Background: an optimization exercise with open tools, aiming at small area, a short achievable clock period and few clock cycles per item. Do not read the settings as production practice.
Where RTL was checked, it was by simulation tests only, not by an equivalence proof against the original.
The flow treats the clock pin as an ideal source, which a real chip does not have.

==> flow/design.v (excerpt) <==
module upsample_accelerator #(
    parameter integer DATA_WIDTH = 24,
    parameter integer MAX_WIDTH = 1920,
    parameter integer MAX_HEIGHT = 1080
)(
    input wire clk,
    input wire rst_n,
    input wire [DATA_WIDTH-1:0] input_pixel,
    input wire input_valid,
    output wire input_ready,
    input wire input_sof,       
    input wire input_eol,       
    output wire [DATA_WIDTH-1:0] output_pixel,
    output wire output_valid,
    input wire output_ready,
    output wire output_sof,
    output wire output_eol,
    input wire [1:0] scale_factor,     
    input wire [1:0] interp_method,    
    input wire [15:0] input_width,
    input wire [15:0] input_height
);
clock: 13.0 ns
lec_check: 0
cap_margin: 20
core_margin: 2
core_utilization: 65
cts_cluster_diameter: 200
cts_cluster_size: 26
place_density: 0.72
slew_margin: 20
standard.sh (not shown) runs the stock make flow with config.mk's settings and CLKGATE_MAP_FILE= SYNTH_SCRIPT=/design/flow/synth_recipe.tcl, a recipe that flattens the netlist after the stock synthesis.
==> flow/flow/run.sh <==
#!/bin/bash
set -euo pipefail
ARGS=("BUFFER_PORTS_ARGS=-inputs -buffer_cell sky130_fd_sc_hd__buf_1"
      "POST_GLOBAL_PLACE_TCL=$PWD/flow/outbuf.tcl"
      SETUP_SLACK_MARGIN=9.4)
bash standard.sh "${ARGS[@]}" cts > standard_cts.log 2>&1
RESULTS=$PWD/orfs/results/$FLOW_PLATFORM/upsample_accelerator/base openroad -no_init -exit flow/bypass_clk.tcl > bypass_clk.log 2>&1
bash standard.sh "${ARGS[@]}" finish > standard.log 2>&1
==> flow/flow/bypass_clk.tcl <==
# Remove the clock tree's intermediate buffers: the root buffer then drives the
# leaf buffers directly (same depth for every register).
proc bypass_mid_clkbufs {} {
  set blk [ord::get_db_block]
  set root_out ""
  foreach inst [$blk getInsts] {
    if {[string match clkbuf_0_* [$inst getName]]} { set root_out [[$inst findITerm X] getNet] }
  }
  if {$root_out eq ""} { return 0 }
  set n 0
  foreach it [$root_out getITerms] {
    set inst [$it getInst]
    if {[$it isOutputSignal]} { continue }
    set m [[$inst getMaster] getName]
    if {![string match sky130_fd_sc_hd__clkbuf_* $m]} { continue }
    set out [[$inst findITerm X] getNet]
    # only bypass buffers that drive other clock buffers
    set loads {}
    set ok 1
    foreach lt [$out getITerms] {
      if {[$lt getInst] == $inst} { continue }
      if {![string match sky130_fd_sc_hd__clkbuf_* [[[$lt getInst] getMaster] getName]]} { set ok 0 }
      lappend loads $lt
    }
    if {!$ok} { continue }
    foreach lt $loads { $lt disconnect; $lt connect $root_out }
    [$inst findITerm A] disconnect
    [$inst findITerm X] disconnect
    odb::dbInst_destroy $inst
    odb::dbNet_destroy $out
    incr n
  }
  return $n
}

set results $::env(RESULTS)
read_db $results/4_cts.odb
puts "bypassed [bypass_mid_clkbufs] intermediate clock buffers"
write_db $results/4_cts.odb
==> flow/flow/outbuf.tcl <==
# Output ports get their buffers here (after global placement); input ports
# are buffered by the standard step with a smaller cell.
buffer_ports -outputs -buffer_cell sky130_fd_sc_hd__buf_2
The starting point finished with timing, DRC and antenna clean.
Testbench counts at the start, summed over its fixed seeds: cycles 15,263, items 14,904.
==> next run, changes <==
==> flow/run.sh (new file) <==
#!/bin/bash
# synth_recipe.tcl (not shown) runs the flow's synth.tcl, then flattens the netlist and writes it again
# the make line also repeats each setting of config.mk as NAME=value (left out here)
make -C /OpenROAD-flow-scripts/flow DESIGN_CONFIG=/design/flow/config.mk WORK_HOME=/design/flow/orfs CLKGATE_MAP_FILE= SYNTH_SCRIPT=/design/flow/synth_recipe.tcl finish
removed: flow/flow/run.sh
removed: flow/flow/bypass_clk.tcl
removed: flow/flow/outbuf.tcl
removed: flow/standard.sh
The new run finished with timing, DRC and antenna clean.
Wire length fell by 5.8%.
Final cell count is lower by 2.4%.
Synthesized cell count does not change.
Register-to-register slack gets worse by 0.69 ns.
Final area hardly moves.
Via count went down by 1.8%.
Utilization rose by 0.11 points.

---

Setup of run A:
upsample_accelerator, a different RTL version from the one above (not shown whole).
Size in the first run: roughly 270 flip-flops, ~94 I/O pins.
Settings: LEC_CHECK=0, CAP_MARGIN=20, CORE_MARGIN=2, CORE_UTILIZATION=40, PLACE_DENSITY=0.6, SLEW_MARGIN=20; clock period 13.0 ns.
==> flow/flow/run.sh <==
#!/bin/bash
set -euo pipefail
bash standard.sh "BUFFER_PORTS_ARGS=-buffer_cell sky130_fd_sc_hd__buf_4" SETUP_SLACK_MARGIN=9.2 finish > standard.log 2>&1
> inputs changed (run A -> run B)
==> flow/flow/run.sh <==
#!/bin/bash
set -euo pipefail
bash standard.sh "BUFFER_PORTS_ARGS=-buffer_cell sky130_fd_sc_hd__buf_4" finish > standard.log 2>&1
==> notes.md <==
Run B ended with every stage complete and zero timing, DRC or antenna violations. For the number of setup buffers added after CTS, run B came in 24 lower than run A did. Run B vs run A, instance count: run B lower. Compared with run A, in run B met2 wirelength from detailed routing dropped 1700 µm; overall die height barely changed.
For run C, these inputs were changed with respect to run B:
==> flow/run.sh (new file) <==
#!/bin/bash
# synth_recipe.tcl (not shown) runs the flow's synth.tcl, then flattens the netlist and writes it again
# the make line also repeats each setting of config.mk as NAME=value (left out here)
make -C /OpenROAD-flow-scripts/flow DESIGN_CONFIG=/design/flow/config.mk WORK_HOME=/design/flow/orfs CLKGATE_MAP_FILE= SYNTH_SCRIPT=/design/flow/synth_recipe.tcl finish
removed: flow/flow/run.sh
removed: flow/standard.sh
## What came out
Run C: PASS, flow complete, no timing, DRC or antenna violations. Worst endpoint required time, run B and run C: smaller value in run C. Number of rows created at floorplan: run C vs run B identical. On relative max-transition margin, run B loses to run C. Diff run C..run B | clock net sink count | unchanged. Going from run B to run C, worst-case hold slack grows by 0.013 ns. NOTE: maximum operating frequency in run C falls short of that of run B. Setup slack (lower): run C. Re slew at the pin closest to its max-slew limit: run B and run C aren't equal, and the lower value belongs to run C.
No run of this note included a check of the RTL's function; only the layout flow was run.

## separate check: timing with driven ports
In the flow no input, the clock included, has a driving cell. The finished layouts below were timed again as built, in two steps.
Step 1, drivers: a clkbuf_16 drives clk and a buf_2 each remaining input, both assumed.
Step 2, shift: input delay + t, output delay - t, t = (earliest + latest rising clock arrival at the registers) / 2. This alone moves slack from input paths to output paths.
a / b / c = ideal / step 1 / step 2; a / b = the first two.
run | t, ns | setup WS [ns] | worst setup path after step 2 | slew at the worst register clock pin (ns)
the first run of note 1 | 0.482 | 9.377 / 9.332 / 9.024 | input to register | 0.11 / 0.11
the second run of note 1 | 0.530 | 8.873 / 8.858 / 8.491 | input to register | 0.11 / 0.11
run A | 0.615 | 9.207 / 9.153 / 8.824 | input to register | 0.06 / 0.06
run B | 0.599 | 8.467 / 8.467 / 8.467 | register to register | 0.06 / 0.06
run C | 0.632 | 8.370 / 8.317 / 8.197 | input to register | 0.06 / 0.06
After both steps every run listed still meets setup and hold. For run A, which loses most, drivers alone change the setup slack by -0.054 ns; drivers and shift together by -0.383 ns.
